From an optimization exercise on the open Yosys and OpenROAD flow, aimed at small area; shortcuts taken in it are not production practice.
At most, simulation tests tie the RTL to the original design; equivalence was not proved.
For run 5, only the layout was checked, not whether the RTL still works.
The clock port is modelled as an ideal driver; clocking choices that lean on that would not hold on a real chip.
Power is estimated from default activity; no workload was simulated.

$ cat design.v
module slowClock #(parameter N = 10)
(
	input  logic Clock,
	input  logic Reset,
	output logic Enable
);
	logic [N-1:0] Count;
	logic feedback;
	assign feedback = Count[N-1] ^ Count[N-4] ^ (Count[N-2:0] == '0);
	always_ff @(posedge Clock, posedge Reset)
	begin
		if (Reset)
			Count <= 0;
		else
			Count <= {Count[N-2:0], feedback};
	end
	assign Enable = Count == 1;
endmodule
module RippleInc #(parameter W = 8)
(
	input  logic [W-1:0] q,
	input  logic         en,
	output logic [W-1:0] d
);
	logic [W:0] t;
	assign t[0] = en;
	genvar i;
	for (i = 0; i < W; i++) begin : g
		assign d[i]   = q[i] ^ t[i];
		assign t[i+1] = q[i] & t[i];
	end
endmodule
module RippleUpDown #(parameter W = 8)
(
	input  logic [W-1:0] q,
	input  logic         en,
	input  logic         dn,
	output logic [W-1:0] d
);
	logic [W:0] t;
	assign t[0] = en;
	genvar i;
	for (i = 0; i < W; i++) begin : g
		assign d[i]   = q[i] ^ t[i];
		assign t[i+1] = (q[i] ^ dn) & t[i];
	end
endmodule
module RippleSub #(parameter W = 8)
(
	input  logic [W-1:0] a,
	input  logic [W-1:0] b,
	input  logic         cin,
	output logic [W-1:0] s,
	output logic         cout
);
	logic [W:0] c;
	assign c[0] = cin;
	genvar i;
	for (i = 0; i < W; i++) begin : g
		assign s[i]   = a[i] ^ ~b[i] ^ c[i];
		assign c[i+1] = (a[i] & ~b[i]) | (c[i] & (a[i] ^ ~b[i]));
	end
	assign cout = c[W];
endmodule
module RippleAdd #(parameter W = 8)
(
	input  logic [W-1:0] a,
	input  logic [W-1:0] b,
	input  logic         cin,
	output logic [W-1:0] s,
	output logic         cout
);
	logic [W:0] c;
	assign c[0] = cin;
	genvar i;
	for (i = 0; i < W; i++) begin : g
		assign s[i]   = a[i] ^ b[i] ^ c[i];
		assign c[i+1] = (a[i] & b[i]) | (c[i] & (a[i] ^ b[i]));
	end
	assign cout = c[W];
endmodule
module Divider
(
	input  logic [9:0]  yPosition,
	input  logic [10:0] xPosition,
	output logic        DrawDivider
);
	assign DrawDivider = xPosition >= 11'd301 && xPosition <= 11'd309 && yPosition >= 10'd301;
endmodule
module Paddle
#(
	paddleTop = 225
)
(
	input  logic       Clock,
	input  logic       Enable,
	input  logic       Reset,
	input  logic       upPaddle,
	input  logic       downPaddle,
	output logic [8:0] topPaddle
);
	logic movedUp, movedDown;
	logic atTop, atBottom;
	assign atTop = (topPaddle == 9'd0 && !movedUp && !movedDown) || (topPaddle == 9'd1 && movedUp);
	assign atBottom = (topPaddle >= 9'd449 && movedDown) || (topPaddle >= 9'd450 && !movedUp);
	logic [8:0] topNext;
	RippleUpDown #(9) step (.q(topPaddle), .en(Enable & (movedUp | movedDown)), .dn(movedUp), .d(topNext));
	always_ff @(posedge Clock)
	begin
		if (Reset)
		begin
			topPaddle <= paddleTop;
			movedUp   <= 0;
			movedDown <= 0;
		end
		else
		begin
			topPaddle <= topNext;
			if (Enable)
			begin
				movedUp   <= !atTop && upPaddle;
				movedDown <= !(!atTop && upPaddle) && !atBottom && downPaddle;
			end
		end
	end
endmodule
module ball
#(
	oLeft = 390,
	oTop = 290
)
(
	input  logic        Clock,
	input  logic        Enable,
	input  logic        Reset,
	input  logic [8:0]  topPlaneL,
	input  logic [8:0]  topPlaneR,
	output logic [9:0]  ballXn,
	output logic [10:0] ballYn
);
	logic xdir, ydir;
	logic [9:0]  ballX;
	logic [10:0] ballY;
	assign ballX = ~ballXn;
	assign ballY = ~ballYn;
	logic atLeft, atRight;
	assign atLeft  = ballX[9:1] == 9'd0;                                   
	assign atRight = ballX[9] & ballX[8] & ballX[3] & ballX[2];            
	logic zoneR, zoneL, faceR, faceL;
	assign zoneR = ballX >= 10'd700 && ballX <= 10'd750;
	assign zoneL = ballX >= 10'd30 && ballX <= 10'd80;
	assign faceR = ballX == 10'd700;
	assign faceL = ballX == 10'd80;
	logic [8:0]  pTop;
	logic [10:0] e;
	logic        ec;
	assign pTop = ballX[9] ? topPlaneR : topPlaneL;
	RippleAdd #(11) add (.a({1'b0, ballYn[9:0]}), .b({2'b0, pTop}), .cin(1'b1), .s(e), .cout(ec));
	logic wrapped, wrapB;
	assign wrapped = ballY[10];
	assign wrapB = ballY >= 11'd2028;     
	logic dNeg, dPos, dLt150, dLe150, dGeM19, dLe130, dGe130;    
	assign dNeg   = e > 11'd1024;
	assign dPos   = e < 11'd1024;
	assign dLt150 = e > 11'd874;
	assign dLe150 = e >= 11'd874;
	assign dGeM19 = e <= 11'd1043;
	assign dLe130 = e >= 11'd894;
	assign dGe130 = e <= 11'd894;
	logic hitTopSide, hitBottomSide, hitLeftBottom, hitFace;
	assign hitTopSide    = !wrapped && dLt150 && dGeM19;                   
	assign hitBottomSide = !wrapped && dPos && dLt150;                     
	assign hitLeftBottom = !wrapped && dGe130 && dLe150;                   
	assign hitFace       = wrapped ? wrapB : (!dNeg && dLe130);            
	logic atCeil, atFloor;
	assign atCeil  = ballY[10:1] == 10'd0;                     
	assign atFloor = ballY >= 11'd580 && ballY < 11'd2028;     
	logic ydirNext, xdirNext;
	always_comb
	begin
		ydirNext = ydir;
		xdirNext = xdir;
		if (atCeil)  ydirNext = 1;
		if (atFloor) ydirNext = 0;
		if (atLeft)  begin xdirNext = 1; ydirNext = 1; end
		if (atRight) begin xdirNext = 0; ydirNext = 0; end
		if ((zoneR || zoneL) && hitTopSide) ydirNext = 0;
		if (zoneR && hitBottomSide) ydirNext = 1;
		if (zoneL && hitLeftBottom) ydirNext = 1;
		if (faceR && hitFace) xdirNext = 0;
		if (faceL && hitFace) xdirNext = 1;
	end
	logic        recentre;
	logic [9:0]  xStep;
	logic [10:0] yStep;
	assign recentre = atLeft | atRight;
	RippleUpDown #(10) xs (.q(ballXn), .en(Enable), .dn(xdir), .d(xStep));
	RippleUpDown #(11) ys (.q(ballYn), .en(Enable), .dn(ydir), .d(yStep));
	always_ff @(posedge Clock)
	begin
		if (Reset || (Enable && recentre))
		begin
			ballXn <= ~(10'(oLeft));
			ballYn <= ~(11'(oTop));
		end
		else
		begin
			ballXn <= xStep;
			ballYn <= yStep;
		end
		if (Reset)
		begin
			xdir <= 1;
			ydir <= 1;
		end
		else if (Enable)
		begin
			xdir <= xdirNext;
			ydir <= ydirNext;
		end
	end
endmodule
module VgaController
(
	input  logic        Clock,
	input  logic        Reset,
	output logic        vSync_n,
	output logic        hSync_n,
	output logic        sync_n,
	output logic        blank_n,
	output logic [10:0] hCount,
	output logic [9:0]  vCount
);
	logic hWrap, vWrap;
	assign hWrap = hCount[10] & hCount[4];
	assign vWrap = vCount[9] & vCount[7] & vCount[4] & vCount[3] & vCount[1];
	logic [10:0] hInc;
	logic [9:0]  vInc;
	RippleInc #(11) hAdd (.q(hCount), .en(1'b1),  .d(hInc));
	RippleInc #(10) vAdd (.q(vCount), .en(hWrap), .d(vInc));
	always_ff @(posedge Clock)
	begin
		hCount <= (Reset | hWrap | vWrap) ? 11'd0 : hInc;
		vCount <= (Reset | vWrap) ? 10'd0 : vInc;
	end
	logic hVis, vVis, hSync, vSyncBand;
	assign hVis = ~(hCount[10] | (hCount[9] & hCount[8] & (hCount[7] | hCount[6] | hCount[5])));   
	assign vVis = ~(vCount[9] & (vCount[8] | vCount[7] | (vCount[6] & (vCount[5] | (vCount[4] & vCount[3])))));   
	assign hSync = (hCount >= 11'd856) && (hCount < 11'd976);
	assign vSyncBand = (vCount >= 10'd637) && (vCount < 10'd643);
	assign blank_n = hVis & vVis;
	assign hSync_n = ~hSync;
	assign vSync_n = ~((vCount >= 10'd637) && (hCount < 11'd643));
	assign sync_n  = ~(hSync | vSyncBand);
endmodule
module PongGame
(
	input CLOCK_50,
	input [3:0] KEY,
	input [9:0] SW,
	output logic VGA_BLANK_N,
	output logic VGA_SYNC_N,
	output logic VGA_HS,
	output logic VGA_VS,
	output logic [ 7:0] VGA_R,
	output logic [ 7:0] VGA_G,
	output logic [ 7:0] VGA_B
);
	logic [10:0] hCount;
	logic [9:0]  vCount;
	logic        pix_stb;
	logic [8:0]  topL, topR;
	logic [9:0]  ballXn;
	logic [10:0] ballYn;
	VgaController vgaDisplay
	(
		.Clock(CLOCK_50),
		.Reset(SW[9]),
		.blank_n(VGA_BLANK_N),
		.sync_n(VGA_SYNC_N),
		.hSync_n(VGA_HS),
		.vSync_n(VGA_VS),
		.hCount(hCount),
		.vCount(vCount)
	);
	slowClock #(10) tick(CLOCK_50, SW[9], pix_stb);
	ball #(.oLeft(390), .oTop(290)) BallObj
	(
		.Clock(CLOCK_50),
		.Enable(pix_stb),
		.Reset(SW[9]),
		.topPlaneL(topL),
		.topPlaneR(topR),
		.ballXn(ballXn),
		.ballYn(ballYn)
	);
	Paddle #(.paddleTop(225)) paddle_LObj
	(
		.Clock(CLOCK_50),
		.Enable(pix_stb),
		.Reset(SW[9]),
		.downPaddle(~KEY[3]),
		.upPaddle(~KEY[2]),
		.topPaddle(topL)
	);
	Paddle #(.paddleTop(225)) paddle_RObj
	(
		.Clock(CLOCK_50),
		.Enable(pix_stb),
		.Reset(SW[9]),
		.downPaddle(~KEY[1]),
		.upPaddle(~KEY[0]),
		.topPaddle(topR)
	);
	logic [9:0] bx, by;
	logic       bxc, byc;
	RippleAdd #(10) subBX (.a(hCount[9:0]), .b(ballXn), .cin(1'b0), .s(bx), .cout(bxc));
	RippleAdd #(10) subBY (.a(vCount), .b(ballYn[9:0]), .cin(1'b0), .s(by), .cout(byc));
	logic drawBall;
	assign drawBall = ballYn[10] && bx <= 10'd18 && by <= 10'd18;
	logic [8:0] pTop;
	logic [9:0] py;
	logic       pyc;
	assign pTop = hCount[9] ? topR : topL;
	RippleSub #(10) subPY (.a(vCount), .b({1'b0, pTop}), .cin(1'b0), .s(py), .cout(pyc));
	logic inPaddleRows, drawPaddle_R, drawPaddle_L;
	assign inPaddleRows = py <= 10'd148;
	assign drawPaddle_R = inPaddleRows && hCount >= 11'd721 && hCount <= 11'd769;
	assign drawPaddle_L = inPaddleRows && hCount >= 11'd31 && hCount <= 11'd79;
	logic DrawDivider;
	Divider DividerObj (.yPosition(vCount), .xPosition(hCount), .DrawDivider(DrawDivider));
	logic white, red, blue;
	assign white = VGA_BLANK_N && (drawBall || DrawDivider);
	assign red   = VGA_BLANK_N && !drawBall && drawPaddle_R;
	assign blue  = VGA_BLANK_N && !drawBall && drawPaddle_L;
	assign VGA_R = {8{white}} | {8{red}} & 8'hEF | {8{blue}} & 8'h07;
	assign VGA_G = {8{white}} | {8{red}} & 8'h2F | {8{blue}} & 8'h37;
	assign VGA_B = {8{white}} | {8{red}} & 8'h2F | {8{blue}} & 8'hF7;
endmodule
$ cat flow/run.sh
#!/bin/bash
# The standard layout (standard.sh, standard synthesis unchanged), with:
# - the port buffers made from the smallest buffer;
# - cells downsized to their smallest drive strength after floorplan and again
#   after clock-tree synthesis (the repair steps that follow restore drive
#   where timing, slew or capacitance need it);
# - after floorplan, the combinational logic re-mapped for area by OpenROAD's
#   restructure (ABC; registers untouched), its files and ABC log in rmp/;
# - a clock tree of clkbuf_4 with no dummy loads, whose leaf buffers with a
#   high estimated output slew are upsized to clkbuf_8.
# The make output of every step goes to standard.log; ORFS keeps each tool's
# own log under orfs/logs.
cp standard.sh standard.sh.log
export BUFFER_PORTS_ARGS="-buffer_cell sky130_fd_sc_hd__buf_1"
export CTS_ARGS="-sink_clustering_enable -repair_clock_nets -buf_list sky130_fd_sc_hd__clkbuf_4 -dont_use_dummy_load"
export POST_CTS_TCL="$(pwd)/flow/cts_post.tcl"
export POST_FLOORPLAN_TCL="$(pwd)/flow/floorplan_post.tcl"
export RMP_WORK="$(pwd)/rmp"
bash standard.sh > standard.log 2>&1
$ cat flow/cts_post.tcl
estimate_parasitics -placement
set n 0
foreach inst [[ord::get_db_block] getInsts] {
  if {[[$inst getMaster] getName] ne "sky130_fd_sc_hd__clkbuf_4"} { continue }
  set leaf 0
  foreach it [[[$inst findITerm X] getNet] getITerms] {
    if {[[$it getMTerm] getName] eq "CLK"} { set leaf 1 }
  }
  if {!$leaf} { continue }
  set pin [get_pins [$inst getName]/X]
  set s [expr {max([get_property $pin slew_max_rise], [get_property $pin slew_max_fall])}]
  if {$s > 0.105} {
    puts "cts_post: upsizing [$inst getName] (slew $s)"
    replace_cell [$inst getName] sky130_fd_sc_hd__clkbuf_8
    incr n
  }
}
puts "cts_post: upsized $n clock buffers"
# Downsize again what placement and clock-tree repair upsized; global
# routing's repair restores any cell that needs the drive.
source [file join [file dirname $::env(POST_CTS_TCL)] downsize.tcl]
if {1} {
  detailed_placement
  check_placement -verbose
  estimate_parasitics -placement
}
$ cat flow/downsize.tcl
# Replace each cell by the smallest-area cell of the same function family
# (same name up to the drive-strength suffix). The later placement repair
# steps restore drive strength where timing, slew or capacitance need it.
set smallest [dict create]
foreach lc [get_lib_cells sky130_fd_sc_hd__*] {
  set name [get_name $lc]
  if {![regexp {^(sky130_fd_sc_hd__.*)_(\d+)$} $name -> base size]} { continue }
  if {[get_property $lc dont_use]} { continue }
  set area [get_property $lc area]
  if {![dict exists $smallest $base] || $area < [lindex [dict get $smallest $base] 0]} {
    dict set smallest $base [list $area $name]
  }
}
set n 0
set saved 0.0
foreach inst [[ord::get_db_block] getInsts] {
  set name [[$inst getMaster] getName]
  if {![regexp {^(sky130_fd_sc_hd__.*)_(\d+)$} $name -> base size]} { continue }
  if {![dict exists $smallest $base]} { continue }
  if {[string match *clk* $base]} { continue }
  lassign [dict get $smallest $base] area best
  set cur [get_property [get_lib_cells $name] area]
  if {$area < $cur} {
    replace_cell [$inst getName] $best
    incr n
    set saved [expr {$saved + $cur - $area}]
  }
}
puts "downsize: replaced $n cells, [format %.1f $saved] um2 less"
$ cat flow/floorplan_post.tcl
# After floorplan: downsize every cell to its smallest drive strength, then
# re-map the combinational logic for area with OpenROAD's restructure (ABC).
# Registers are not touched. Placement and repair restore drive strength where
# timing, slew or capacitance need it.
set flowdir [file dirname $::env(POST_FLOORPLAN_TCL)]
source [file join $flowdir downsize.tcl]
report_design_area

# restructure hands ABC a liberty file and does not honour dont_use, so give
# it a copy of the platform's library without the don't-use cells.
file mkdir $::env(RMP_WORK)
set lib_in [lindex $::env(LIB_FILES) 0]
set lib_out [file join $::env(RMP_WORK) no_dont_use.lib]
set patterns {}
foreach c $::env(DONT_USE_CELLS) { lappend patterns $c }
set fin [open $lib_in r]
set fout [open $lib_out w]
set skip 0
set depth 0
set dropped 0
while {[gets $fin line] >= 0} {
  if {!$skip && [regexp {^\s*cell\s*\(\s*"?([A-Za-z0-9_]+)"?\s*\)} $line -> cname]} {
    foreach p $patterns {
      if {[string match $p $cname]} { set skip 1; set depth 0; incr dropped; break }
    }
  }
  if {$skip} {
    incr depth [expr {[regexp -all {\{} $line] - [regexp -all {\}} $line]}]
    if {$depth <= 0 && [regexp {\}} $line]} { set skip 0 }
    continue
  }
  puts $fout $line
}
close $fin
close $fout
puts "floorplan_post: dropped $dropped don't-use cells from the library given to restructure"

# two passes: the second finds a little more to share
foreach pass {1 2} {
  restructure -target area -slack_threshold 0.5 \
    -liberty_file $lib_out \
    -tielo_port sky130_fd_sc_hd__conb_1/LO -tiehi_port sky130_fd_sc_hd__conb_1/HI \
    -work_dir $::env(RMP_WORK) -abc_logfile $::env(RMP_WORK)/abc$pass.log
  report_design_area
}
file delete $lib_out
report_design_area
source [file join $flowdir downsize.tcl]
report_design_area
$ cat standard.sh
#!/bin/bash
# synth_recipe.tcl (not shown) runs the flow's synth.tcl, then flattens the netlist and writes it again
# the make line also repeats each setting of config.mk as NAME=value (left out here)
make -C /OpenROAD-flow-scripts/flow DESIGN_CONFIG=/design/flow/config.mk WORK_HOME=/design/flow/orfs CLKGATE_MAP_FILE= SYNTH_SCRIPT=/design/flow/synth_recipe.tcl "${@:-finish}"
$ cat config.mk
export PLATFORM = sky130hd
export DESIGN_NAME = PongGame
export DESIGN_NICKNAME = PongGame
export VERILOG_FILES = /design/flow/design.v
export SDC_FILE = /design/flow/constraint.sdc
export NUM_CORES = 4
export LEC_CHECK = 0
export CAP_MARGIN = 0
export CORE_MARGIN = 2
export CORE_UTILIZATION = 80
export CTS_BUF_LIST = sky130_fd_sc_hd__clkbuf_4
export SLEW_MARGIN = 0
$ cat constraint.sdc
create_clock -name core_clock -period 10.0 [get_ports {CLOCK_50}]
set_input_delay 2.0000 -clock core_clock [delete_from_list [all_inputs] [get_ports {CLOCK_50}]]
set_output_delay 2.0000 -clock core_clock [all_outputs]
set_load 0.01 [all_outputs]
==> flow_summary.toml, run 1 <==
[cells_and_area]
drive_above_1_share_pct = 1.20
regArea_mm2 = 0.00157
post-route-util_pct = 77.5
multi_input_area_mm2 = 0.00295
area_delta_synth_final_pct = -6.84
fill_cells = 553
final_area_mm2 = 0.00530
diodes = 0
nets = 766
layoutNonFillerInstCount = 845

[min_path]
hold_path_depth = 0
hold_class = "reg2reg"
min-delay-start = "tick.Count[5]$_DFF_PP0_"
min_to = "tick.Count[6]$_DFF_PP0_"

[timing]
setup_ws_ns = 2.11
worst_pin_slew_ns = 0.968
finalHoldViolations = 0
layout_min_cycle_time_ns = 7.89
maxSlewHeadroom_pct = 35.4
period_share_pct = 78.9
slew_viol_final = 0
fin_worst_skew_ns = 0.0370
clock.fmax_ghz = 0.127
tns_ns = 0
setup_viol_count_final = 0
rsz0062_at_grt = "false"

[die]
num_rows = 30
die_w_um = 88.3
die_h_um = 88.3
core_mm2 = 0.00683
initial_core_util_pct = 83.2
design.die.area_mm2 = 0.00780
io_pins = 43

[route]
wirelength_um = 13800
via_per_inst = 6.65
vias = 5618
final_antenna_net_count = 0
wl_per_cell_um = 16.3
drc = 0
drt-initial-drc-count = 547
dr.pass1.iters = 6

[flow_run]
maxCapViolCount = 0

[yosys]
ys_ff_latch = 76
synth_edf_count = 0
syn_inst = 642
ys.flop_type = "dfxtp_1"
synth-warning-count = 4
synth_cell_types = 74
async_reset_ff_share_pct = 13.2
syn_area_per_cell_um2 = 8.86
ys_seq_area_share_pct = 27.6
syn_nets = 713
syn-cell-area_mm2 = 0.00569

[global_route]
grt_pass1_wl_um = 22700
grt_max_degree = 21
grt-ovfl-total = 0
busiest_layer = "met2"
gr-usage-all-layers_pct = 36.6
grt.met1_usage_pct = 43.8
grt_pass1_vias = 5126
grt_use_met3_pct = 6.25
grt_use_met2_pct = 64.1
antenna_found_initial = 0

[cts]
clock-sinks = 76
clock_latency_ns = 0.44
path_clk_slew_ns = 0.08
cts_tree = "done"

[placed_design]
pre_cts_slack_ns = 2.63
gp_congestion = 0.965
placed_cells = 836
place_area_mm2 = 0.00523
port_buffers = 33
hpwl_um = 10500

[pwr]
p_leak_nw = 1.64
powerDensity_mw_per_mm2 = 89.3
sequentialPowerShare_pct = 64.4
switching_power_mw = 0.107
intPower_mw = 0.366
combPwrFrac_pct = 2.8
vdd_drop_max_mv = 0.0874
clkPwrFrac_pct = 32.8
p_sw_share_pct = 22.7

[setup_path]
timing.critical_path.mode_cell = "nor2_1"
cp_data_arrival_time_ns = 5.89
crit_slowest_cell = "o21ai_0"
reg2reg_depth = 29
setup.worst_path.class = "reg2out"
critical-path-max-stage-delay_ns = 0.71
rr_endpoint = "BallObj.xdir$_SDFFE_PP1P_"
rr_startpoint = "BallObj.ballXn[9]$_SDFF_PP1_"
setup.worst_path.end_class = "primary output"
cp.required_ns = 8.00
regToRegSetupSlack_ns = 3.85
crit_path_start_kind = "flop"
cp_max_fo = 17

[status]
status = "finished clean"
==> cell usage in the layout (no fill, tap or decap), types with 17 or more instances in the layout <==
cell,count
nor4_1,17
nand2_1,32
a21oi_1,44
o221ai_1,21
dfxtp_1,66
o22ai_1,43
o21ai_0,66
clkinv_1,113
nor2_1,114
nor3_1,27
buf_1,37
a211oi_1,25
==> stage by stage <==
stage / power (mW) / hold slack, ns
3_5_place_dp: 0.325 / 0.363
2_1_floorplan: 0.322 / 0.367
3_3_place_gp: 0.325 / 0.355
5_1_grt: 0.487 / 0.393
6_report: 0.473 / 0.383
==> Yosys cell counts, types with 6 or more instances <==
library cell / n / area (um2)
nor2b_1: 6 / 37.5
o21ai_0: 25 / 125
nand3_1: 12 / 60.1
buf_4: 21 / 158
o31ai_1: 7 / 52.6
and2_1: 13 / 81.3
nand4_1: 8 / 50.1
dfrtp_1: 10 / 250
dfxtp_1: 66 / 1320
clkbuf_1: 24 / 90.1
fa_1: 32 / 641
nor2_1: 34 / 128
a31oi_1: 10 / 62.6
a21oi_1: 24 / 120
o21ai_1: 7 / 35.0
nand2_1: 54 / 203
nor3_1: 20 / 100
xnor2_1: 29 / 254
xor2_1: 16 / 140
nor4_1: 8 / 50.1
and3_1: 17 / 106
ha_1: 24 / 300
inv_1: 43 / 161
mux2_2: 7 / 78.8
or3_1: 11 / 68.8
mux2i_1: 12 / 120
==> cell type report <==
cell class	instances	area share, %
multi-input cells	514	55.7
flip-flops and latches	76	29.7
inverters	113	8.01
repair buffers	37	2.62
well taps	96	2.27
clock buffers	9	1.75
==> worst max-delay path by stage <==
stage,cells after the start,startpoint,endpoint,slack [ns]
floorplan,19,vgaDisplay.hCount[9]$_SDFF_PP0_,VGA_B[1],2.51
global placement,26,vgaDisplay.hCount[9]$_SDFF_PP0_,VGA_B[0],2.91
detailed placement,26,vgaDisplay.hCount[9]$_SDFF_PP0_,VGA_R[0],2.63
global route,26,vgaDisplay.hCount[9]$_SDFF_PP0_,VGA_G[2],1.21
finish,26,vgaDisplay.hCount[9]$_SDFF_PP0_,VGA_R[1],2.11
==> state kept, by name (all words and copies together) (netlist names), 9 cells and up <==
register	count
BallObj.ballYn	11
vgaDisplay.hCount	11
BallObj.ballXn	10
tick.Count	10
vgaDisplay.vCount	10
paddle_LObj.topPaddle	9
paddle_RObj.topPaddle	9
==> power groups by stage <==
stage | Combinational (mW) | Clock [mW] | Sequential (mW)
2_1_floorplan | 0.00965 | 0 | 0.312
3_3_place_gp | 0.0128 | 0 | 0.312
3_5_place_dp | 0.0134 | 0 | 0.312
5_1_grt | 0.0145 | 0.168 | 0.305
6_report | 0.0132 | 0.155 | 0.305
==> cells by family after synthesis <==
group | synth area share [%]
adders and majority gates | 16.5
xor gates and xnor gates | 7.72
buffers and inverters | 8.36
AOI/OAI and AO/OA | 14.2
DFF | 27.6
muxes | 3.50
and+or+nand+nor | 22.0
==> layer usage <==
layer	up-vias	share of wire [%]
li1	2731	-
met1	2562	41
met2	279	49
met3	46	7.3
met4	0	2.9
met5	-	0
==> critical path, delay by kind of cell, from the launching register on <==
kind            cells  cell delay [ns]
buf+inv             2             0.70
simple gates       14             1.75
compound gates     10             2.48
flops               1             0.56
==> run 2, diff against run 1 <==
--- a/config.mk
+++ b/config.mk
@@ -6,4 +6,5 @@
 export NUM_CORES = 4
 export LEC_CHECK = 0
+export ABC_AREA = 1
 export CAP_MARGIN = 0
 export CORE_MARGIN = 2
==> flow_summary.toml, run 2 <==
[global_route]
grt_pass1_wl_um = 21400
grt-ovfl-total = 0
grt_pass1_vias = 4833
gr-usage-all-layers_pct = 33.9
grt_max_degree = 26
antenna_found_initial = 0

[setup_path]
setup.worst_path.end_class = "primary output"
rr_startpoint = "BallObj.ballXn[9]$_SDFF_PP1_"
regToRegSetupSlack_ns = 3.60
cp.required_ns = 8.00
critPathLaunch = "vgaDisplay.hCount[9]$_SDFF_PP0_"
setup.worst_path.class = "reg2out"
reg2reg_depth = 31
rr_endpoint = "BallObj.xdir$_SDFFE_PP1P_"
crit_path_start_kind = "flop"
cp_max_fo = 14
cp_data_arrival_time_ns = 6.25
endpoint = "VGA_B[5]"

[pwr]
sequentialPowerShare_pct = 64.8
combPwrFrac_pct = 2.6
p_sw_share_pct = 23.2
switching_power_mw = 0.109
clkPwrFrac_pct = 32.6
intPower_mw = 0.362
powerDensity_mw_per_mm2 = 89.7
p_leak_nw = 1.67
vdd_drop_max_mv = 0.0756

[cells_and_area]
multi_input_area_mm2 = 0.00291
regArea_mm2 = 0.00157
drive_above_1_share_pct = 1.22
layout_common_cells = "nor2_1, clkinv_1, dfxtp_1"
top_regs = "BallObj.ballYn: 11 flops, vgaDisplay.hCount: 11 flops"
layout_commonest_cell = "nor2_1"
diodes = 0
nets = 754
area_delta_synth_final_pct = -10.2
fill_cells = 609

[die]
die_h_um = 89.5
io_pins = 43
core_mm2 = 0.00718
num_rows = 31
initial_core_util_pct = 81.6
design.die.area_mm2 = 0.00802
die_w_um = 89.5

[yosys]
yosys.area_share.simple_pct = 28.3
syn_area_per_cell_um2 = 6.99
synth_edf_count = 0
synth_compound_area_share_pct = 13.4
synth_commonest_cells = "nand2_1, inv_1, nor2_1"
synth_cell_types = 45
syn-cell-area_mm2 = 0.00585
synth_top_cell_area_share_pct = 22.6
ys_top_cells_by_area = "dfxtp_1, nand2_1, fa_1"
ys.flop_type = "dfxtp_1"
synth-adder-area-share_pct = 16.1
synth_xor_area_share_pct = 1.94
synth.most_common_cell = "nand2_1"
synthMuxAreaShare_pct = 0
synth_top_family_by_area = "simple AND/OR/NAND/NOR gates"
synth-warning-count = 4
async_reset_ff_share_pct = 13.2
ys_seq_area_share_pct = 26.8
yosys.area.top_type = "dfxtp_1"
syn_nets = 908
syn_inst = 837
ys_ff_latch = 76

[flow_run]
maxCapViolCount = 0

[route]
drc = 0
vias = 5592
via_per_inst = 6.69
final_antenna_net_count = 0
wl_per_cell_um = 16.4
drt-initial-drc-count = 606
wirelength_um = 13700
dr.pass1.iters = 7

[timing]
setup_viol_count_final = 0
fin_worst_skew_ns = 0.0305
layout_min_cycle_time_ns = 8.25
period_share_pct = 82.5
worst_hold_slack_ns = 0.379
tns_ns = 0
rsz0062_at_grt = "false"
clock.fmax_ghz = 0.121
slew_viol_final = 0
worst_pin_slew_ns = 1.27
finalHoldViolations = 0
maxSlewHeadroom_pct = 14.5

[cts]
clock-sinks = 76
cts_tree = "done"
path_clk_slew_ns = 0.09
clock_latency_ns = 0.43

[placed_design]
port_buffers = 33
hpwl_um = 10300
gp_congestion = 0.989

[min_path]
hold_class = "reg2reg"

[status]
status = "finished clean"
## run 2: cell types whose count changed in the layout (fill, tap and decap cells not counted), moves of 8 or more
cell and delta:
o21ai_0 -15, a2bb2oi_1 -12, nor2_1 +15, a22oi_1 +13
o221ai_1 +14, o22ai_1 -10, a21oi_1 -8
## run 2: worst min-delay path by stage
stage	cells past startpoint	slack (ns)	start	endpoint
detailed placement	0	0.36	tick.Count[3]$_DFF_PP0_	tick.Count[4]$_DFF_PP0_
floorplan	0	0.35	tick.Count[0]$_DFF_PP0_	tick.Count[1]$_DFF_PP0_
global placement	0	0.36	tick.Count[4]$_DFF_PP0_	tick.Count[5]$_DFF_PP0_
global route	0	0.39	tick.Count[4]$_DFF_PP0_	tick.Count[5]$_DFF_PP0_
finish	0	0.38	tick.Count[1]$_DFF_PP0_	tick.Count[2]$_DFF_PP0_
## run 2: cells by family after synthesis
| kind of cell | Yosys count |
|---|---|
| compound gates | 139 |
| flops | 76 |
| simple gates | 373 |
| fa+ha+maj | 56 |
| xor+xnor | 13 |
| buf+inv | 180 |
## run 2: metrics by stage
stage	cell area [um2]	std cells	worst slack [ns]	power, mW	utilization (%)
floorplan	5850	837	3.22	0.323	-
global placement	5170	827	2.63	0.324	72.1
detailed placement	5170	827	2.33	0.324	72.1
global route	5260	836	1.18	0.484	73.2
finish	5260	836	1.75	0.471	73.2
## run 2: per-layer routing
layer / vias up / global-route usage [%] / part of all wire (%)
li1: 2700 / - / -
met1: 2582 / 39.5 / 41
met2: 272 / 61.2 / 49
met3: 38 / 5.17 / 7.0
met4: 0 / 14.1 / 2.7
met5: - / 0 / 0
## run 2: area by class of cell
type / count / area share (%)
timing repair buffer: 34 / 2.43
multi-input combinational: 501 / 55.3
sequential: 76 / 29.9
inverter: 117 / 8.36
clock buffer: 9 / 1.64
tap: 99 / 2.36
## run 2: power groups by stage
stage / Combinational [mW] / Clock, mW / Sequential, mW
floorplan: 0.0110 / 0 / 0.312
global placement: 0.0117 / 0 / 0.312
detailed placement: 0.0121 / 0 / 0.312
global route: 0.0135 / 0.166 / 0.305
finish: 0.0124 / 0.154 / 0.305
## run 2: worst max-delay path: stages, from the launching register on
cell	delay, ns
dfxtp_1	0.71
clkinv_1	0.57
o22ai_1	0.42
nand2_1	0.14
a21oi_1	0.23
nor2b_1	0.20
o22ai_1	0.11
nor2_1	0.17
nor2_1	0.09
nor3_1	0.37
o21a_1	0.22
nor2_1	0.07
nor3_1	0.34
nor2_1	0.09
nor2_1	0.19
nor2_1	0.06
nor2_1	0.14
a21oi_1	0.07
nand2_1	0.13
clkinv_1	0.07
o21a_1	0.18
nor2b_1	0.11
nor2b_1	0.23
a31o_1	0.30
or2_0	0.41
buf_1	0.20
==> run 3, diff against run 2 <==
--- a/design.v
+++ b/design.v
@@ -246,10 +246,12 @@
 	logic hVis, vVis, hSync, vSyncBand;
 	assign hVis = ~(hCount[10] | (hCount[9] & hCount[8] & (hCount[7] | hCount[6] | hCount[5])));   
-	assign vVis = ~(vCount[9] & (vCount[8] | vCount[7] | (vCount[6] & (vCount[5] | (vCount[4] & vCount[3])))));   
+	assign vVis = ~(vCount[9] & (vCount[7] | (vCount[6] & (vCount[5] | (vCount[4] & vCount[3])))));   
 	assign hSync = (hCount >= 11'd856) && (hCount < 11'd976);
-	assign vSyncBand = (vCount >= 10'd637) && (vCount < 10'd643);
+	logic vGe637;                         
+	assign vGe637 = vCount[9] & (vCount[7] | (&vCount[6:2] & (vCount[1] | vCount[0])));
+	assign vSyncBand = vGe637 && (vCount < 10'd643);
 	assign blank_n = hVis & vVis;
 	assign hSync_n = ~hSync;
-	assign vSync_n = ~((vCount >= 10'd637) && (hCount < 11'd643));
+	assign vSync_n = ~(vGe637 && (hCount < 11'd643));
 	assign sync_n  = ~(hSync | vSyncBand);
 endmodule
@@ -332,6 +334,6 @@
 	logic white, red, blue;
 	assign white = VGA_BLANK_N && (drawBall || DrawDivider);
-	assign red   = VGA_BLANK_N && !drawBall && drawPaddle_R;
-	assign blue  = VGA_BLANK_N && !drawBall && drawPaddle_L;
+	assign red   = drawPaddle_R;
+	assign blue  = drawPaddle_L;
 	assign VGA_R = {8{white}} | {8{red}} & 8'hEF | {8{blue}} & 8'h07;
 	assign VGA_G = {8{white}} | {8{red}} & 8'h2F | {8{blue}} & 8'h37;
--- a/config.mk
+++ b/config.mk
@@ -9,5 +9,5 @@
 export CAP_MARGIN = 0
 export CORE_MARGIN = 2
-export CORE_UTILIZATION = 80
+export CORE_UTILIZATION = 65
 export CTS_BUF_LIST = sky130_fd_sc_hd__clkbuf_4
 export SLEW_MARGIN = 0
==> flow_summary.toml, run 3 <==
[status]
status = "finished clean"

[yosys]
synth_xor_area_share_pct = 1.80
synth-adder-area-share_pct = 16.1
synth_edf_count = 0
syn-cell-area_mm2 = 0.00584
synth_commonest_cells = "nand2_1, inv_1, nor2_1"
syn_inst = 843
ys.flop_type = "dfxtp_1"
synth_top_family_by_area = "simple AND/OR/NAND/NOR gates"
async_reset_ff_share_pct = 13.2
synth-warning-count = 4
ys_ff_latch = 76
yosys.area.top_type = "dfxtp_1"
synth_cell_types = 44
synthMuxAreaShare_pct = 0
synth.most_common_cell = "nand2_1"
yosys.area_share.simple_pct = 29.7
ys_top_cells_by_area = "dfxtp_1, nand2_1, fa_1"
ys_seq_area_share_pct = 26.9
syn_area_per_cell_um2 = 6.93
synth_compound_area_share_pct = 12.4
synth_top_cell_area_share_pct = 22.6
syn_nets = 914

[setup_path]
cp_max_fo = 15
setup.worst_path.end_class = "primary output"
critPathTopFamily = "simple AND/OR/NAND/NOR gates"
reg2reg_depth = 31
crit_path_start_kind = "flop"
crit_slowest_cell = "dfxtp_1"
setup.worst_path.class = "reg2out"
cp.required_ns = 8.00
timing.critical_path.mode_cell = "nor2_1"
cp_data_arrival_time_ns = 5.87
critical-path-max-stage-delay_ns = 0.64
path_depth = 24
path_cells = "clkinv_1 -> o22ai_1 -> nand2_1 -> a21oi_1 -> nor2_1 -> o21ai_0 -> nor2b_1 -> nor2_1 -> nor3_1 -> nor2_1 -> nor2_1 -> nor2_1 -> nor3_1 -> nor2_1 -> nor2_1 -> nand2_1 -> o21ai_0 -> a222oi_1 -> o21bai_1 -> a21oi_1 -> nor2b_1 -> a21o_1 -> or2_0 -> buf_1"
path_buf_inv = 2

[pwr]
power.total_mw = 0.475
vdd_drop_max_mv = 0.0819
powerDensity_mw_per_mm2 = 90.4
combPwrFrac_pct = 2.8
sequentialPowerShare_pct = 64.1
p_leak_nw = 1.61
intPower_mw = 0.366
switching_power_mw = 0.109
p_sw_share_pct = 22.9
clkPwrFrac_pct = 33.0

[timing]
finalHoldViolations = 0
slew_viol_final = 0
worst_hold_slack_ns = 0.386
worst_pin_slew_ns = 1.25
tns_ns = 0
period_share_pct = 78.7
clock.fmax_ghz = 0.127
layout_min_cycle_time_ns = 7.87
maxSlewHeadroom_pct = 16.7
rsz0062_at_grt = "false"
fin_worst_skew_ns = 0.0229
setup_viol_count_final = 0

[global_route]
grt_max_degree = 27
grt.met1_usage_pct = 42.4
grt_use_met2_pct = 41.8
grt_use_met3_pct = 3.55
gr-usage-all-layers_pct = 28.1
grt_pass1_vias = 4682
busiest_layer = "met1"
grt_pass1_wl_um = 22500
grt-ovfl-total = 0
antenna_found_initial = 0

[die]
design.die.area_mm2 = 0.00976
num_rows = 34
die_w_um = 98.8
io_pins = 43
core_mm2 = 0.00872
die_h_um = 98.8
initial_core_util_pct = 66.9

[cts]
clock_latency_ns = 0.42
path_clk_slew_ns = 0.08
clock-sinks = 76
cts_tree = "done"

[cells_and_area]
layout_commonest_cell = "nor2_1"
drive_above_1_share_pct = 1.23
layoutNonFillerInstCount = 838
diodes = 0
regArea_mm2 = 0.00157
fill_cells = 821
multi_input_area_mm2 = 0.00289
top_regs = "BallObj.ballYn: 11 flops, vgaDisplay.hCount: 11 flops"
layout_common_cells = "nor2_1, clkinv_1, dfxtp_1"
area_delta_synth_final_pct = -9.90
nets = 747

[placed_design]
gp_congestion = 0.868
hpwl_um = 10400
port_buffers = 33
placed_cells = 829

[min_path]
hold_path_depth = 0
hold_class = "reg2reg"

[route]
final_antenna_net_count = 0
vias = 5416
drt-initial-drc-count = 472
wl_per_cell_um = 16.2
drc = 0
dr.pass1.iters = 6
wirelength_um = 13600
via_per_inst = 6.46

[flow_run]
maxCapViolCount = 0
## run 3: cell count changes after synthesis, sizes merged, moves of 4 or more
cell	delta
or2	+4
o21ai	-5
nand3	+16
nand4	-5
a21oi	-4
inv	-8
clkbuf	+8
## run 3: layer usage
metal,routed length (um),vias to the layer above
met5,0,-
met1,6490,2474
met2,5720,237
li1,-,2687
met3,1100,18
met4,291,0
## run 3: through the flow
stage	instance area (um2)	util (%)	worst slack, ns
final	5260	60.3	2.13
after floorplan	5840	-	3.23
after global routing	5260	60.3	1.54
after detailed placement	5180	59.4	2.71
after global placement	5180	59.4	2.86
## run 3: cell type report
cell class,count,share of cell area [%]
tap,108,2.57
inverter,116,8.28
multi-input combinational,492,54.9
sequential,76,29.9
clock buffer,9,1.76
timing repair buffer,37,2.64
## run 3: path summary, 6_finish.rpt
check / slack [ns] / end / startpoint
setup / recovery: 2.13 / VGA_R[1] / vgaDisplay.hCount[9]$_SDFF_PP0_
hold / removal: 0.39 / tick.Count[2]$_DFF_PP0_ / tick.Count[1]$_DFF_PP0_
setup reg to reg: 3.15 / BallObj.xdir$_SDFFE_PP1P_ / BallObj.ballXn[9]$_SDFF_PP1_
hold reg to reg: 0.39 / tick.Count[2]$_DFF_PP0_ / tick.Count[1]$_DFF_PP0_
max in group asynchronous: 6.98 / tick.Count[7]$_DFF_PP0_ / SW[9]
min in group asynchronous: 2.26 / tick.Count[9]$_DFF_PP0_ / SW[9]
## run 3: cells by family after synthesis
kind of cell	after synthesis
compound gates	134
buf+inv	178
fa+ha+maj	56
simple gates	387
flops	76
xor+xnor	12
## run 3: worst register-to-register path: cells and delay by family, from the launching register on
kind                   cells  cell delay (ns)
AND/OR/NAND/NOR           13             1.46
AO/OA/AOI/OAI             16             3.75
buffers and inverters      2             1.27
flip-flops                 1             0.31
## run 3: power by group through the flow
stage	Clock [mW]	Combinational (mW)	Sequential [mW]
2_1_floorplan	0	0.0115	0.312
3_3_place_gp	0	0.0132	0.312
3_5_place_dp	0	0.0136	0.312
5_1_grt	0.172	0.0149	0.305
6_report	0.157	0.0134	0.305
==> run 4, diff against run 3 <==
--- a/config.mk
+++ b/config.mk
@@ -9,5 +9,5 @@
 export CAP_MARGIN = 0
 export CORE_MARGIN = 2
-export CORE_UTILIZATION = 65
+export CORE_UTILIZATION = 80
 export CTS_BUF_LIST = sky130_fd_sc_hd__clkbuf_4
 export SLEW_MARGIN = 0
==> flow_summary.toml, run 4 <==
[status]
status = "finished clean"

[pwr]
power.total_mw = 0.479
clkPwrFrac_pct = 33.7
p_sw_share_pct = 22.7
p_leak_nw = 1.61
combPwrFrac_pct = 2.7
switching_power_mw = 0.109
sequentialPowerShare_pct = 63.6
powerDensity_mw_per_mm2 = 91.4
intPower_mw = 0.371
vdd_drop_max_mv = 0.0706

[setup_path]
setup.worst_path.end_class = "primary output"
setup.worst_path.class = "reg2out"
reg2reg_depth = 30
cp_data_arrival_time_ns = 6.08
cp_max_fo = 15
cp.required_ns = 8.00
crit_path_start_kind = "flop"

[timing]
period_share_pct = 80.8
tns_ns = 0
worst_hold_slack_ns = 0.374
layout_min_cycle_time_ns = 8.08
clock.fmax_ghz = 0.124
setup_ws_ns = 1.92
setup_viol_count_final = 0
worst_pin_slew_ns = 1.26
finalHoldViolations = 0
rsz0062_at_grt = "false"
slew_viol_final = 0
fin_worst_skew_ns = 0.0343
maxSlewHeadroom_pct = 15.1

[cts]
cts_tree = "done"
clock-sinks = 76
path_clk_slew_ns = 0.10
clock_latency_ns = 0.43

[yosys]
synth_commonest_cells = "nand2_1, inv_1, nor2_1"
synth-warning-count = 4
ys_ff_latch = 76
ys_top_cells_by_area = "dfxtp_1, nand2_1, fa_1"
yosys.area.top_type = "dfxtp_1"
synth_edf_count = 0
syn_inst = 843
synth.most_common_cell = "nand2_1"
synth_top_cell_area_share_pct = 22.6
ys.flop_type = "dfxtp_1"
syn-cell-area_mm2 = 0.00584
ys_seq_area_share_pct = 26.9
synth_cell_types = 44
syn_area_per_cell_um2 = 6.93
async_reset_ff_share_pct = 13.2
syn_nets = 914

[cells_and_area]
post-route-util_pct = 73.1
layoutNonFillerInstCount = 827
layout_commonest_cell = "nor2_1"
final_area_mm2 = 0.00525
diodes = 0
top_regs = "BallObj.ballYn: 11 flops, vgaDisplay.hCount: 11 flops"
layout_common_cells = "nor2_1, clkinv_1, dfxtp_1"
nets = 745
drive_above_1_share_pct = 1.24
area_delta_synth_final_pct = -10.1
fill_cells = 605

[placed_design]
placed_cells = 818
hpwl_um = 10300
port_buffers = 33
pre_cts_slack_ns = 2.64
gp_congestion = 0.920
place_area_mm2 = 0.00516

[min_path]
hold_path_depth = 0
hold_class = "reg2reg"

[route]
wl_per_cell_um = 16.7
final_antenna_net_count = 0
dr.pass1.iters = 6
drc = 0
via_per_inst = 6.75
wirelength_um = 13800
drt-initial-drc-count = 642
vias = 5581

[die]
die_w_um = 89.4
design.die.area_mm2 = 0.00800
die_h_um = 89.4
num_rows = 31
core_mm2 = 0.00718
io_pins = 43
initial_core_util_pct = 81.4

[global_route]
antenna_found_initial = 0
grt_pass1_wl_um = 21700
grt-ovfl-total = 0
grt_pass1_vias = 4610
grt_max_degree = 28
gr-usage-all-layers_pct = 34.6

[flow_run]
maxCapViolCount = 0
==> run 4: area by class of cell <==
type	instances	area (um2)	area share [%]
repair buffers	35	131	2.50
multi-input cells	492	2890	55.0
well taps	99	124	2.36
inverters	116	435	8.30
clock buffers	9	98.8	1.88
flip-flops and latches	76	1570	29.9
==> run 4: path summary, 6_finish.rpt <==
| kind | start | endpoint | slack [ns] |
|---|---|---|---|
| worst min-delay path | tick.Count[7]$_DFF_PP0_ | tick.Count[8]$_DFF_PP0_ | 0.37 |
| min in group asynchronous | SW[9] | tick.Count[0]$_DFF_PP0_ | 1.92 |
| worst max register to register | BallObj.ballXn[9]$_SDFF_PP1_ | BallObj.xdir$_SDFFE_PP1P_ | 3.35 |
| worst min register to register | tick.Count[7]$_DFF_PP0_ | tick.Count[8]$_DFF_PP0_ | 0.37 |
| worst max-delay path | vgaDisplay.hCount[9]$_SDFF_PP0_ | VGA_R[2] | 1.92 |
| max in group asynchronous | SW[9] | tick.Count[2]$_DFF_PP0_ | 7.66 |
==> run 4: per-layer routing <==
layer	global-route usage, %	part of all wire, %	vias to the layer above
li1	-	-	2674
met3	5.91	10	39
met5	0	0	-
met4	14.2	2.5	0
met1	50.1	44	2531
met2	50.9	43	337
==> run 4: cells by family (layout without fill, tap and decap cells) <==
group           Yosys count  after routing  share of synthesized area [%]
simple gates            387            211                           29.7
buf+inv                 178            160                           13.1
compound gates          134            278                           12.4
flops                    76             76                           26.9
fa+ha+maj                56              0                           16.1
xor+xnor                 12              2                           1.80
mux                       0              1                              0
==> run 4: worst max-delay path, stage by stage (launching register included) <==
cell and delay [ns]:
dfxtp_1 0.64, clkinv_1 0.56, o22ai_1 0.40, nand2_1 0.15, a21oi_1 0.25, nor2_1 0.06, o21ai_0 0.21, nor2b_1 0.23
nor2_1 0.09, nor3_1 0.38, nor2_1 0.09, nor2_1 0.17, nor2_1 0.09, nor3_1 0.33, nor2_1 0.09, nor2_1 0.20
nand2_1 0.13, o21ai_0 0.12, a222oi_1 0.13, o21bai_1 0.18, a21oi_1 0.10, nor2b_1 0.26, a21o_1 0.25, or2_0 0.39
buf_1 0.20
==> run 4: power by group through the flow <==
stage,registers (mW),clock network (mW),logic (mW)
6_report,0.305,0.161,0.0131
3_5_place_dp,0.312,0,0.0130
5_1_grt,0.305,0.175,0.0147
3_3_place_gp,0.312,0,0.0127
2_1_floorplan,0.312,0,0.0115
==> run 5, diff against run 4 <==
--- a/design.v
+++ b/design.v
@@ -102,6 +102,6 @@
 	logic movedUp, movedDown;
 	logic atTop, atBottom;
-	assign atTop = (topPaddle == 9'd0 && !movedUp && !movedDown) || (topPaddle == 9'd1 && movedUp);
-	assign atBottom = (topPaddle >= 9'd449 && movedDown) || (topPaddle >= 9'd450 && !movedUp);
+	assign atTop = (topPaddle == 9'd0 && !movedDown) || (topPaddle == 9'd1 && movedUp);
+	assign atBottom = (&topPaddle[8:6] && topPaddle[0] && movedDown) || (&topPaddle[8:6] && topPaddle[1] && !movedUp);
 	logic [8:0] topNext;
 	RippleUpDown #(9) step (.q(topPaddle), .en(Enable & (movedUp | movedDown)), .dn(movedUp), .d(topNext));
==> flow_summary.toml, run 5 <==
[status]
status = "finished clean"

[cts]
clock-sinks = 76
path_clk_slew_ns = 0.10
clock_latency_ns = 0.43
cts_tree = "done"

[die]
core_mm2 = 0.00687
initial_core_util_pct = 83.6
io_pins = 43
num_rows = 30
design.die.area_mm2 = 0.00787
die_h_um = 88.7
die_w_um = 88.7

[yosys]
synth_commonest_cells = "nand2_1, inv_1, nor2_1"
synth_xor_area_share_pct = 2.29
synth-adder-area-share_pct = 16.4
yosys.area.top_type = "dfxtp_1"
synthMuxAreaShare_pct = 0
async_reset_ff_share_pct = 13.2
synth_top_family_by_area = "simple AND/OR/NAND/NOR gates"
syn_area_per_cell_um2 = 7.00
synth_top_cell_area_share_pct = 23.0
synth_edf_count = 0
synth-warning-count = 4
ys_seq_area_share_pct = 27.4
syn_inst = 821
syn-cell-area_mm2 = 0.00574
yosys.area_share.simple_pct = 28.8
synth_cell_types = 45
synth.most_common_cell = "nand2_1"
syn_nets = 892
ys_ff_latch = 76
synth_compound_area_share_pct = 12.5
ys.flop_type = "dfxtp_1"
ys_top_cells_by_area = "dfxtp_1, nand2_1, fa_1"

[cells_and_area]
fill_cells = 534
multi_input_area_mm2 = 0.00290
top_regs = "BallObj.ballYn: 11 flops, vgaDisplay.hCount: 11 flops"
regArea_mm2 = 0.00157
drive_above_1_share_pct = 1.22
layout_common_cells = "clkinv_1, nor2_1, dfxtp_1"
diodes = 0
area_delta_synth_final_pct = -8.28
nets = 755
layout_commonest_cell = "clkinv_1"

[pwr]
p_sw_share_pct = 22.9
clkPwrFrac_pct = 33.1
powerDensity_mw_per_mm2 = 90.0
sequentialPowerShare_pct = 64.3
p_leak_nw = 1.65
power.total_mw = 0.474
combPwrFrac_pct = 2.6
switching_power_mw = 0.109
vdd_drop_max_mv = 0.0761
intPower_mw = 0.366

[setup_path]
cp_data_arrival_time_ns = 5.84
cp_max_fo = 14
crit_path_start_kind = "flop"
setup.worst_path.end_class = "primary output"
cp.required_ns = 8.00
setup.worst_path.class = "reg2out"

[route]
final_antenna_net_count = 0
drc = 0
wirelength_um = 13300
dr.pass1.iters = 5
vias = 5631
wl_per_cell_um = 15.9
via_per_inst = 6.75
drt-initial-drc-count = 571

[global_route]
grt_pass1_wl_um = 21400
grt-ovfl-total = 0
grt_max_degree = 23
gr-usage-all-layers_pct = 34.4
antenna_found_initial = 0
grt_pass1_vias = 4846

[timing]
tns_ns = 0
worst_pin_slew_ns = 0.872
setup_viol_count_final = 0
fin_worst_skew_ns = 0.0239
layout_min_cycle_time_ns = 7.84
clock.fmax_ghz = 0.128
maxSlewHeadroom_pct = 41.2
slew_viol_final = 0
period_share_pct = 78.4
finalHoldViolations = 0
rsz0062_at_grt = "false"

[min_path]
hold_class = "reg2reg"

[flow_run]
maxCapViolCount = 0

[placed_design]
hpwl_um = 9880
gp_congestion = 0.913
port_buffers = 33
[run 5: changes by cell type in the layout (fill, tap and decap cells not counted), moves of 4 or more]
cell	change
a21oi_1	-12
clkinv_1	+5
nand2_1	+7
nand4_1	+4
nor2_1	-5
nor2b_1	+5
o21a_1	-4
o22a_1	-4
[run 5: metal layers]
layer	wire (um)	vias up	global-route usage, %	share of wire [%]
met3	1000	66	5.69	7.5
met1	5450	2580	42.0	41
met4	488	0	16.3	3.7
met5	0	-	0	0
met2	6340	284	59.0	48
li1	-	2701	-	-
[run 5: cell families (layout without fill, tap and decap cells)]
family / count (synthesis) / count (layout)
AO/OA/AOI/OAI: 133 / 265
XOR/XNOR: 15 / 1
adder cells (fa/ha/maj): 56 / 0
buffers and inverters: 170 / 165
flip-flops: 76 / 76
multiplexers: 0 / 1
AND/OR/NAND/NOR: 371 / 230
[run 5: final cells by class]
cell class	count	area share, %
Tap cell	96	2.28
Inverter	121	8.62
Sequential cell	76	29.8
Multi-Input combinational cell	497	55.0
Clock buffer	9	1.76
Timing Repair Buffer	35	2.49
[run 5: through the flow]
step	util, %	hold WS [ns]	setup WS, ns	instances	instance area [um2]
floorplan	-	0.354	3.19	821	5740
global placement	75.5	0.360	3.04	825	5180
detailed placement	75.5	0.364	2.71	825	5180
global route	76.7	0.395	1.37	834	5270
finish	76.7	0.385	2.16	834	5270
[run 5: path summary, 6_finish.rpt]
| check | depth (start not counted) | slack (ns) | end | startpoint |
|---|---|---|---|---|
| worst max register to register | 31 | 3.16 | BallObj.xdir$_SDFFE_PP1P_ | BallObj.ballXn[9]$_SDFF_PP1_ |
| max in group asynchronous | 2 | 8.09 | tick.Count[4]$_DFF_PP0_ | SW[9] |
| min in group asynchronous | 2 | 1.56 | tick.Count[1]$_DFF_PP0_ | SW[9] |
| worst min register to register | 0 | 0.38 | tick.Count[8]$_DFF_PP0_ | tick.Count[7]$_DFF_PP0_ |
| worst max-delay path | 23 | 2.16 | VGA_R[0] | vgaDisplay.hCount[9]$_SDFF_PP0_ |
| worst min-delay path | 0 | 0.38 | tick.Count[8]$_DFF_PP0_ | tick.Count[7]$_DFF_PP0_ |
[run 5: power groups by stage]
stage | Combinational (mW) | Sequential [mW] | Clock (mW)
after detailed placement | 0.0124 | 0.312 | 0
after global routing | 0.0138 | 0.305 | 0.169
final | 0.0125 | 0.305 | 0.157
after global placement | 0.0120 | 0.312 | 0
after floorplan | 0.0104 | 0.312 | 0
[run 5: critical path, stage by stage, from the launching register on]
cell	delay (ns)
dfxtp_1	0.64
clkinv_1	0.50
o22ai_1	0.33
nand2_1	0.14
a21oi_1	0.25
nor2_1	0.07
o21ai_0	0.20
nor2b_1	0.24
nor2_1	0.09
nor3_1	0.40
o21a_1	0.24
nor2_1	0.07
nor3_1	0.25
nor2_1	0.11
nor2_1	0.16
nor2_1	0.05
o21ai_0	0.24
nor2_1	0.08
a2bb2oi_1	0.14
nor2_1	0.11
o211ai_1	0.15
o21bai_1	0.32
or2_0	0.42
buf_1	0.20
==> run 6, diff against run 5 <==
--- a/design.v
+++ b/design.v
@@ -102,6 +102,6 @@
 	logic movedUp, movedDown;
 	logic atTop, atBottom;
-	assign atTop = (topPaddle == 9'd0 && !movedDown) || (topPaddle == 9'd1 && movedUp);
-	assign atBottom = (&topPaddle[8:6] && topPaddle[0] && movedDown) || (&topPaddle[8:6] && topPaddle[1] && !movedUp);
+	assign atTop = (topPaddle == 9'd0 && !movedUp && !movedDown) || (topPaddle == 9'd1 && movedUp);
+	assign atBottom = (topPaddle >= 9'd449 && movedDown) || (topPaddle >= 9'd450 && !movedUp);
 	logic [8:0] topNext;
 	RippleUpDown #(9) step (.q(topPaddle), .en(Enable & (movedUp | movedDown)), .dn(movedUp), .d(topNext));
--- a/flow/floorplan_post.tcl
+++ b/flow/floorplan_post.tcl
@@ -36,12 +36,8 @@
 puts "floorplan_post: dropped $dropped don't-use cells from the library given to restructure"
 
-# two passes: the second finds a little more to share
-foreach pass {1 2} {
-  restructure -target area -slack_threshold 0.5 \
-    -liberty_file $lib_out \
-    -tielo_port sky130_fd_sc_hd__conb_1/LO -tiehi_port sky130_fd_sc_hd__conb_1/HI \
-    -work_dir $::env(RMP_WORK) -abc_logfile $::env(RMP_WORK)/abc$pass.log
-  report_design_area
-}
+restructure -target area -slack_threshold 0.5 \
+  -liberty_file $lib_out \
+  -tielo_port sky130_fd_sc_hd__conb_1/LO -tiehi_port sky130_fd_sc_hd__conb_1/HI \
+  -work_dir $::env(RMP_WORK) -abc_logfile $::env(RMP_WORK)/abc.log
 file delete $lib_out
 report_design_area
==> flow_summary.toml, run 6 <==
[pwr]
vdd_drop_max_mv = 0.0839
powerDensity_mw_per_mm2 = 89.1
p_sw_share_pct = 23.0
p_leak_nw = 1.58
switching_power_mw = 0.108
sequentialPowerShare_pct = 65.0
combPwrFrac_pct = 2.7
clkPwrFrac_pct = 32.3
intPower_mw = 0.361

[timing]
slew_viol_final = 0
setup_viol_count_final = 0
period_share_pct = 82.8
maxSlewHeadroom_pct = 7.52
clock.fmax_ghz = 0.121
finalHoldViolations = 0
worst_pin_slew_ns = 1.37
layout_min_cycle_time_ns = 8.28
rsz0062_at_grt = "false"
fin_worst_skew_ns = 0.0279
setup_ws_ns = 1.72
tns_ns = 0

[min_path]
hold_path_depth = 0
min-delay-start = "tick.Count[5]$_DFF_PP0_"
hold_class = "reg2reg"
min_to = "tick.Count[6]$_DFF_PP0_"

[yosys]
synth-warning-count = 4
ys.flop_type = "dfxtp_1"
syn_nets = 914
ys_ff_latch = 76
ys_top_cells_by_area = "dfxtp_1, nand2_1, fa_1"
yosys.area.top_type = "dfxtp_1"
syn_inst = 843
synth.most_common_cell = "nand2_1"
synth_top_cell_area_share_pct = 22.6
synth_cell_types = 44
ys_seq_area_share_pct = 26.9
synth_edf_count = 0
async_reset_ff_share_pct = 13.2
syn-cell-area_mm2 = 0.00584
synth_commonest_cells = "nand2_1, inv_1, nor2_1"
syn_area_per_cell_um2 = 6.93

[cells_and_area]
post-route-util_pct = 73.4
layout_commonest_cell = "nor2_1"
fill_cells = 581
diodes = 0
final_area_mm2 = 0.00526
area_delta_synth_final_pct = -9.84
top_regs = "BallObj.ballYn: 11 flops, vgaDisplay.hCount: 11 flops"
layout_common_cells = "nor2_1, clkinv_1, dfxtp_1"
nets = 757
drive_above_1_share_pct = 1.22

[die]
die_w_um = 89.4
design.die.area_mm2 = 0.00800
num_rows = 31
initial_core_util_pct = 81.4
io_pins = 43
core_mm2 = 0.00718
die_h_um = 89.4

[route]
final_antenna_net_count = 0
via_per_inst = 6.63
drc = 0
wirelength_um = 13700
drt-initial-drc-count = 705
vias = 5561
dr.pass1.iters = 7
wl_per_cell_um = 16.3

[setup_path]
regToRegSetupSlack_ns = 3.55
cp_max_fo = 14
crit_path_start_kind = "flop"
setup.worst_path.class = "reg2out"
cp_data_arrival_time_ns = 6.28
rr_endpoint = "BallObj.xdir$_SDFFE_PP1P_"
setup.worst_path.end_class = "primary output"
reg2reg_depth = 27
rr_startpoint = "BallObj.ballXn[9]$_SDFF_PP1_"
cp.required_ns = 8.00

[placed_design]
pre_cts_slack_ns = 2.39
place_area_mm2 = 0.00518
hpwl_um = 10200
port_buffers = 33
gp_congestion = 0.984

[flow_run]
maxCapViolCount = 0

[global_route]
grt_max_degree = 23
antenna_found_initial = 0
grt_pass1_wl_um = 21400
grt_pass1_vias = 4646
grt-ovfl-total = 0
gr-usage-all-layers_pct = 34.2

[cts]
clock-sinks = 76
path_clk_slew_ns = 0.09
clock_latency_ns = 0.42
cts_tree = "done"

[status]
status = "finished clean"
## run 6: changes by cell type after synthesis, sizes merged, moves of 3 or more
cell	previous run	this run
nand2	184	181
clkbuf	12	15
nor3	10	18
nor2	91	94
a21oi	43	38
or2	2	5
xor2	10	7
o211ai	1	5
nand4	18	10
inv	130	133
nand3b	6	2
nand3	55	72
## run 6: power groups by stage
stage | sequential (mW) | combinational [mW] | clock, mW
5_1_grt | 0.305 | 0.0138 | 0.165
3_5_place_dp | 0.312 | 0.0126 | 0
2_1_floorplan | 0.312 | 0.0115 | 0
6_report | 0.305 | 0.0127 | 0.152
3_3_place_gp | 0.312 | 0.0123 | 0
## run 6: worst max-delay path, cell delays in order, from the launching register on
cell      delay, ns
dfxtp_1        0.70
clkinv_1       0.60
o22ai_1        0.39
nor2_1         0.12
a21oi_1        0.26
o21a_1         0.18
nor2_1         0.07
nor3_1         0.37
o21a_1         0.22
nor2_1         0.07
nor3_1         0.28
o22ai_1        0.14
nor2b_1        0.17
nor2_1         0.14
nor2_1         0.06
nor2_1         0.13
nor2_1         0.08
nor2_1         0.16
nand2_1        0.10
clkinv_1       0.05
o21ai_0        0.07
o21bai_1       0.16
a211oi_1       0.34
a31o_1         0.31
or2_0          0.47
buf_1          0.21
## run 6: worst max path at each step
stage	from	to	slack (ns)
detailed placement	vgaDisplay.hCount[9]$_SDFF_PP0_	VGA_G[2]	2.39
global placement	vgaDisplay.hCount[9]$_SDFF_PP0_	VGA_G[2]	2.67
global route	vgaDisplay.hCount[9]$_SDFF_PP0_	VGA_R[1]	1.09
floorplan	vgaDisplay.hCount[0]$_SDFF_PP0_	VGA_B[1]	3.23
finish	vgaDisplay.hCount[9]$_SDFF_PP0_	VGA_G[2]	1.72
## run 6: cells by family after synthesis
kind of cell / synth area share (%)
AOI/OAI and AO/OA: 12.4
adders and majority gates: 16.1
buffers and inverters: 13.1
and+or+nand+nor: 29.7
DFF: 26.9
xor gates and xnor gates: 1.80
## run 6: metrics by stage
step	instances	hold WS [ns]	total power [mW]
floorplan	843	0.354	0.324
global route	839	0.393	0.484
detailed placement	830	0.360	0.324
global placement	830	0.352	0.324
finish	839	0.381	0.469
## run 6: final cells by class
type                       instances  area [um2]  share of cell area [%]
multi-input combinational        510        2940                    55.8
sequential                        76        1570                    29.9
inverter                         110         413                    7.84
timing repair buffer              35         131                    2.50
tap                               99         124                    2.35
clock buffer                       9        86.3                    1.64
## run 6: per-layer routing
layer | vias to the layer above | GRT usage, % | share of wire [%]
li1 | 2712 | - | -
met1 | 2517 | 47.1 | 44
met2 | 283 | 53.2 | 45
met3 | 49 | 5.17 | 8.2
met4 | 0 | 14.9 | 3.1
met5 | - | 0 | 0

[separate check: timing with driven ports]
The flow's constraints put no driver on any port. The routed layouts listed below were extracted and timed again, unchanged, in two steps.
Step 1, drivers: a clkbuf_16 drives CLOCK_50 and a buf_2 each remaining input, both assumed.
Step 2 moves the port delays by t, midway between the first and last clock arrival at a register: inputs arrive t later, outputs are due t later. That takes back most of the time a late clock gives input paths.
a / b / c = ideal ports / drivers / drivers and shift; a / b = the first two.
| run | t (ns) | setup WS [ns] | hold slack, ns | worst slew at a driven data input, ns |
|---|---|---|---|---|
| run 1 | 0.451 | 2.110 / 2.079 / 2.530 | 0.383 / 0.383 / 0.383 | 0.04 |
| run 2 | 0.444 | 1.746 / 1.715 / 2.158 | 0.379 / 0.379 / 0.379 | 0.03 |
| run 3 | 0.443 | 2.132 / 2.098 / 2.541 | 0.386 / 0.386 / 0.386 | 0.05 |
| run 4 | 0.450 | 1.918 / 1.886 / 2.336 | 0.374 / 0.374 / 0.374 | 0.03 |
| run 5 | 0.444 | 2.163 / 2.137 / 2.581 | 0.385 / 0.385 / 0.385 | 0.03 |
| run 6 | 0.444 | 1.722 / 1.688 / 2.132 | 0.381 / 0.381 / 0.381 | 0.03 |
After both steps setup and hold are still met in every run listed.
